Context: an optimization exercise on an open-source flow, tuned for small area and a short achievable clock period. The choices shown serve that exercise and are no tape-out recipe.
Function was checked by simulation only, so behaviour that the tests miss may differ from the original.

==> flow/design.v <==
module clock_generator(f_clk,rst,f_adc_clock,f_dac_clock,f_sw,f_sw_rise,t);
input f_clk,rst;
output f_adc_clock,f_dac_clock,f_sw;
output f_sw_rise;
output reg [8:0] t;
wire en = (&t[8:4]) & t[1] & t[0];       
assign f_sw_rise = en;
assign f_sw = en & t[2];                 
assign f_adc_clock = ~t[1] & ~t[0];
assign f_dac_clock = f_adc_clock;
always @(posedge f_clk)
  if (rst) t <= 9'd503;
  else if (en) t <= {8'd0, t[2]};
  else t <= t + 9'd1;
endmodule
module digital_PID_controller(clk,rst,en,init,qt,sel,adc,t,y0,y1);
input clk,rst;
input en;                       
input init;                     
input qt;                       
input sel;                      
input [8:0] adc;                
input [8:0] t;                  
output [11:0] y0,y1;            
reg [8:0] f0;
reg [14:0] fk;                  
reg fs;                         
reg [19:0] acc;                 
reg kap;                        
reg [11:0] y0r;                 
reg y0e;                        
reg c1, c2, ca, cb, cx, cy, ck1, ck2;
reg fw;                         
wire band = ~f0[8] & (&f0[7:3]) & (|f0[2:0]);    
wire hi = sel & qt;
wire pass = (t[8:5] == 4'd1);
wire [4:0] s = t[4:0];
wire tp0 = (s <= 5'd8) ? fk[13] : fs;                                  
wire tp8 = (s == 5'd0) ? 1'b0 : (s <= 5'd9) ? fk[12] : fs;             
wire tp4 = (s < 5'd5) ? 1'b0 : (s <= 5'd13) ? fk[8] : fs;              
wire tp3 = (s < 5'd6) ? 1'b0 : (s <= 5'd14) ? fk[7] : fs;              
wire tpx = (s <= 5'd11) ? fk[10] : fs;                                 
wire tpy = (s < 5'd12) ? 1'b0 : fk[1];                                 
reg f0m;                                                              
always @(*)
  case (s)
    5'd3,  5'd12: f0m = f0[0];
    5'd4,  5'd13: f0m = f0[1];
    5'd5,  5'd14: f0m = f0[2];
    5'd6,  5'd15: f0m = f0[3];
    5'd7,  5'd16: f0m = f0[4];
    5'd8,  5'd17: f0m = f0[5];
    5'd9,  5'd18: f0m = f0[6];
    5'd10, 5'd19: f0m = f0[7];
    default:      f0m = f0[8];
  endcase
wire f0x = (s <= 5'd11) ? f0m : f0[8];
wire f0y = (s < 5'd12) ? 1'b0 : f0m;
wire h1 = tp0 ^ tp8 ^ c1;
wire h1c = (tp0 & tp8) | (c1 & (tp0 ^ tp8));
wire h2 = tp4 ^ tp3 ^ c2;
wire h2c = (tp4 & tp3) | (c2 & (tp4 ^ tp3));
wire a0 = acc[0] & ~fw;
wire sa = a0 ^ h1 ^ ca;
wire sac = (a0 & h1) | (ca & (a0 ^ h1));
wire ab = sa ^ h2 ^ cb;                                               
wire abc = (sa & h2) | (cb & (sa ^ h2));
wire x = f0x ^ ~tpx ^ cx;
wire xc = (f0x & ~tpx) | (cx & (f0x ^ ~tpx));
wire y = f0y ^ ~tpy ^ cy;
wire yc = (f0y & ~tpy) | (cy & (f0y ^ ~tpy));
wire dy = (s < 5'd12) ? 1'b0 : y;                                     
wire nx = (s < 5'd3) ? 1'b1 : ~x;                                     
wire ak = (s <= 5'd17) ? ab : acc[19];
wire sk = ak ^ dy ^ ck1;
wire skc = (ak & dy) | (ck1 & (ak ^ dy));
wire kb = sk ^ nx ^ ck2;
wire kbc = (sk & nx) | (ck2 & (sk ^ nx));
always @(posedge clk) begin
  c1 <= pass & h1c;
  c2 <= pass & h2c;
  ca <= pass & sac;
  cb <= pass & abc;
  cx <= ~(pass & (s >= 5'd3)) | xc;
  cy <= ~(pass & (s >= 5'd12)) | yc;
  ck1 <= pass & (s >= 5'd2) & skc;
  ck2 <= ~(pass & (s >= 5'd2)) | kbc;
  if (pass & (s == 5'd3)) kap <= kb;
  if (pass & ((s == 5'd4) | (s == 5'd5))) kap <= kap & kb;
  if (pass & (s == 5'd6)) kap <= kap | kb;
end
wire [8:0] na = ~adc;
wire w = ~na[8] & (na[7:0] >= 8'd186);
wire hn = hi & ~init;
wire [13:0] kbase = init ? (sel ? 14'd0 : 14'd2203) : {fk[3:0], fk[14:5]};
wire [13:0] kc0 = w ? 14'd350 - 14'd1280 - 14'd2560 : 14'd350 - 14'd1280;
reg [13:0] kc1;
always @(*)
  case ({band, kap, w})
    3'b000: kc1 = 14'd350 - 14'd1280 + 14'd223;
    3'b001: kc1 = 14'd350 - 14'd1280 + 14'd223 - 14'd2560;
    3'b010: kc1 = 14'd350 - 14'd1280 + 14'd224;
    3'b011: kc1 = 14'd350 - 14'd1280 + 14'd224 - 14'd2560;
    3'b100: kc1 = 14'd350 - 14'd1280 + 14'd255;
    3'b101: kc1 = 14'd350 - 14'd1280 + 14'd255 - 14'd2560;
    3'b110: kc1 = 14'd350 - 14'd1280 + 14'd256;
    default: kc1 = 14'd350 - 14'd1280 + 14'd256 - 14'd2560;
  endcase
wire [13:0] kc = hn ? kc1 : kc0;
wire [13:0] o2 = {3'b000, adc[8], na[7:0], 2'b00};
wire [13:0] o3 = {5'b00000, adc[8], na[7:0]};
wire [13:0] p1 = kbase ^ o2 ^ o3;
wire [13:0] g1 = {(kbase[12:0] & o2[12:0]) | (kbase[12:0] & o3[12:0]) | (o2[12:0] & o3[12:0]), 1'b0};
wire [13:0] p2 = p1 ^ g1 ^ kc;
wire [13:0] g2 = {(p1[12:0] & g1[12:0]) | (p1[12:0] & kc[12:0]) | (g1[12:0] & kc[12:0]), 1'b0};
wire [13:0] y0n = p2 + g2;
wire [8:0] fe = init ? (sel ? 9'd0 : 9'b000100010) : hi ? f0 + 9'd7 : f0;
always @(posedge clk) begin
  if (en) begin
    y0r <= y0n[13:2];
    y0e <= y0n[1] | y0n[0];
    f0 <= 9'd69 - adc;
  end
  fk[14] <= en ? init & ~sel : (pass & (s >= 5'd7) & (s <= 5'd20)) ? kb : fk[0];
  fk[13:9] <= fk[14:10];
  fk[8:0] <= en ? fe : fk[9:1];
  if (en) fs <= ~init & fe[8];
end
always @(posedge clk)
  if (rst) fw <= 1'b1;
  else if (en & ~init) fw <= 1'b0;
always @(posedge clk)
  acc <= {(pass & (s <= 5'd17)) ? ab : (pass & (s <= 5'd19) & s[4]) ? acc[19] : acc[0], acc[19:1]};
wire [11:0] d0 = y0r;
wire [11:0] ad = {band, band, 1'b0, band, band, 3'b000, 1'b1, 2'b00, y0e};
wire [12:0] rc;
assign rc[0] = 1'b0;
genvar i;
generate for (i = 0; i < 12; i = i + 1) begin : r1
  assign rc[i+1] = (d0[i] & ad[i]) | (rc[i] & (d0[i] ^ ad[i]));
end endgenerate
assign y0 = d0;
assign y1 = d0 ^ ad ^ rc[11:0];
endmodule
module DPWM_dead_time_circuit(clk,rst,sel,y0,y1,Q_H,Q_L);
input clk,rst,sel;
input [11:0] y0,y1;
output Q_H,Q_L;
reg q_pwm;
reg [5:0] shift;
reg [11:0] counter;
function le12;
  input [11:0] a, b;
  reg c;
  integer k;
  begin
    c = 1'b1;
    for (k = 0; k < 11; k = k + 1)
      c = (b[k] & ~a[k]) | (b[k] & c) | (~a[k] & c);
    le12 = (~b[11] & a[11]) | (~b[11] & c) | (a[11] & c);
  end
endfunction
wire low = counter[11] | (counter[10:1] == 10'd0);    
wire on = low | (sel ? le12(counter, y1) : le12(counter, y0));
wire wrap = (counter == 12'd499) & ~on;
always @(posedge clk)
  if (rst) begin
    q_pwm <= 1'b0;
    counter <= 12'd0;
    shift <= 6'd0;
  end else begin
    q_pwm <= on;
    counter <= wrap ? 12'd0 : counter + 12'd1;
    shift <= {shift[4:0], q_pwm};
  end
assign Q_H = q_pwm & shift[5];
assign Q_L = ~(q_pwm | shift[5]);
endmodule
module PID_CONTROLLER(clk,rst,clk_adc,clk_dac,pwm_high,pwm_low,adc_data,dac_data,Q_load,Q_L_R_tran);
input clk,rst,Q_L_R_tran;
output clk_adc,clk_dac,pwm_high,pwm_low,Q_load;
input signed [9:0] adc_data;
output [11:0] dac_data;
wire en, init;
wire [8:0] t;
reg [6:0] s;                    
wire q_tran = s[6];             
wire [11:0] y0, y1;
clock_generator u1(.f_clk(clk),.rst(rst),.f_adc_clock(clk_adc),.f_dac_clock(clk_dac),.f_sw(init),.f_sw_rise(en),.t(t));
always @(posedge clk)
  if (rst) s <= 7'd12;
  else if (en) s <= (s == 7'd112) ? 7'd12 : s + 7'd1;
digital_PID_controller u2(.clk(clk),.rst(rst),.en(en),.init(init),.qt(q_tran),.sel(Q_L_R_tran),
  .adc(adc_data[9:1]),.t(t),.y0(y0),.y1(y1));
DPWM_dead_time_circuit u6(.clk(clk),.rst(rst),.sel(Q_L_R_tran & q_tran),.y0(y0),.y1(y1),.Q_H(pwm_high),.Q_L(pwm_low));
assign Q_load = ~Q_L_R_tran & q_tran;
assign dac_data = 12'b0;
endmodule
==> flow/config.mk <==
export PLATFORM = sky130hd
export DESIGN_NAME = PID_CONTROLLER
export DESIGN_NICKNAME = PID_CONTROLLER
export VERILOG_FILES = /design/flow/design.v
export SDC_FILE = /design/flow/constraint.sdc
export NUM_CORES = 4
export LEC_CHECK = 0
export CAP_MARGIN = 20
export CORE_MARGIN = 2
export CORE_UTILIZATION = 40
export CTS_BUF_LIST = sky130_fd_sc_hd__clkbuf_8
export SETUP_SLACK_MARGIN = 5
export SLEW_MARGIN = 20
==> flow/constraint.sdc <==
create_clock -name core_clock -period 10.0 [get_ports {clk}]
set_input_delay 2.0000 -clock core_clock [delete_from_list [all_inputs] [get_ports {clk}]]
set_output_delay 2.0000 -clock core_clock [all_outputs]
set_load 0.01 [all_outputs]
run.sh (not shown) runs the stock make flow with config.mk's settings and CLKGATE_MAP_FILE= SYNTH_SCRIPT=/design/flow/synth_recipe.tcl, a recipe that flattens the netlist after the stock synthesis.
Next try:
--- a/flow/design.v
+++ b/flow/design.v
@@ -22,11 +22,12 @@
 input [8:0] adc;                
 input [8:0] t;                  
 output [11:0] y0,y1;            
 reg [8:0] f0;
-reg [14:0] fk;                  
+reg [8:0] fp;                   
 reg fs;                         
 reg [19:0] acc;                 
+reg [13:0] k0;                  
 reg kap;                        
 reg [11:0] y0r;                 
 reg y0e;                        
 reg c1, c2, ca, cb, cx, cy, ck1, ck2;
@@ -34,14 +35,14 @@
 wire band = ~f0[8] & (&f0[7:3]) & (|f0[2:0]);    
 wire hi = sel & qt;
 wire pass = (t[8:5] == 4'd1);
 wire [4:0] s = t[4:0];
-wire tp0 = (s <= 5'd8) ? fk[13] : fs;                                  
-wire tp8 = (s == 5'd0) ? 1'b0 : (s <= 5'd9) ? fk[12] : fs;             
-wire tp4 = (s < 5'd5) ? 1'b0 : (s <= 5'd13) ? fk[8] : fs;              
-wire tp3 = (s < 5'd6) ? 1'b0 : (s <= 5'd14) ? fk[7] : fs;              
-wire tpx = (s <= 5'd11) ? fk[10] : fs;                                 
-wire tpy = (s < 5'd12) ? 1'b0 : fk[1];                                 
+wire tp0 = (s <= 5'd8) ? fp[4] : fs;                                  
+wire tp8 = (s == 5'd0) ? 1'b0 : (s <= 5'd9) ? fp[3] : fs;             
+wire tp4 = (s < 5'd5) ? 1'b0 : (s <= 5'd13) ? fp[8] : fs;             
+wire tp3 = (s < 5'd6) ? 1'b0 : (s <= 5'd14) ? fp[7] : fs;             
+wire tpx = (s <= 5'd11) ? fp[1] : fs;                                 
+wire tpy = (s < 5'd12) ? 1'b0 : fp[1];                                
 reg f0m;                                                              
 always @(*)
   case (s)
     5'd3,  5'd12: f0m = f0[0];
@@ -84,16 +85,17 @@
   cx <= ~(pass & (s >= 5'd3)) | xc;
   cy <= ~(pass & (s >= 5'd12)) | yc;
   ck1 <= pass & (s >= 5'd2) & skc;
   ck2 <= ~(pass & (s >= 5'd2)) | kbc;
+  k0 <= {(pass & (s >= 5'd7) & (s <= 5'd20)) ? kb : k0[0], k0[13:1]};
   if (pass & (s == 5'd3)) kap <= kb;
   if (pass & ((s == 5'd4) | (s == 5'd5))) kap <= kap & kb;
   if (pass & (s == 5'd6)) kap <= kap | kb;
 end
 wire [8:0] na = ~adc;
 wire w = ~na[8] & (na[7:0] >= 8'd186);
 wire hn = hi & ~init;
-wire [13:0] kbase = init ? (sel ? 14'd0 : 14'd2203) : {fk[3:0], fk[14:5]};
+wire [13:0] kbase = init ? (sel ? 14'd0 : 14'd2203) : {k0[1:0], k0[13:2]};
 wire [13:0] kc0 = w ? 14'd350 - 14'd1280 - 14'd2560 : 14'd350 - 14'd1280;
 reg [13:0] kc1;
 always @(*)
   case ({band, kap, w})
@@ -113,18 +115,16 @@
 wire [13:0] g1 = {(kbase[12:0] & o2[12:0]) | (kbase[12:0] & o3[12:0]) | (o2[12:0] & o3[12:0]), 1'b0};
 wire [13:0] p2 = p1 ^ g1 ^ kc;
 wire [13:0] g2 = {(p1[12:0] & g1[12:0]) | (p1[12:0] & kc[12:0]) | (g1[12:0] & kc[12:0]), 1'b0};
 wire [13:0] y0n = p2 + g2;
-wire [8:0] fe = init ? (sel ? 9'd0 : 9'b000100010) : hi ? f0 + 9'd7 : f0;
+wire [8:0] fe = init ? (sel ? 9'd0 : 9'b100100010) : hi ? f0 + 9'd7 : f0;
 always @(posedge clk) begin
   if (en) begin
     y0r <= y0n[13:2];
     y0e <= y0n[1] | y0n[0];
     f0 <= 9'd69 - adc;
   end
-  fk[14] <= en ? init & ~sel : (pass & (s >= 5'd7) & (s <= 5'd20)) ? kb : fk[0];
-  fk[13:9] <= fk[14:10];
-  fk[8:0] <= en ? fe : fk[9:1];
+  fp <= en ? fe : {fp[0], fp[8:1]};
   if (en) fs <= ~init & fe[8];
 end
 always @(posedge clk)
   if (rst) fw <= 1'b1;
- final area goes up by 3.3%
- worst setup slack degrades by 0.020 ns
- sequential share of layout area rose by 1.2 points
- hold slack improved by 0.0059 ns
- routed wire length goes down by 1.3%

-- afterwards: timing with drivers on the ports --
No port has a modelled driver above. Below, the same layouts with a new extraction and two added sets of constraints. Step 1 (the two cells are an assumption about what drives the block):
set clk [get_ports {clk}]
set_driving_cell -lib_cell sky130_fd_sc_hd__clkbuf_16 $clk
set_driving_cell -lib_cell sky130_fd_sc_hd__buf_2 [delete_from_list [all_inputs] $clk]
Step 2 moves the port delays by t, midway between the first and last clock arrival at a register: inputs arrive t later, outputs are due t later. That takes back most of the time a late clock gives input paths. a / b / c = ideal ports / drivers / drivers and shift; a / b = the first two.
run	t, ns	slack for setup (ns)	worst register clock-pin slew, ns	worst slew at a driven data input, ns	pins driven straight from the clock port
the first run	0.420	5.131 / 5.142 / 4.722	0.11 / 0.11	0.03	1
the second run	0.422	5.111 / 5.114 / 4.692	0.11 / 0.11	0.04	1
After both steps setup and hold are still met in every run listed. For the second run, which loses most, drivers alone change the setup slack by +0.003 ns; drivers and shift together by -0.419 ns.
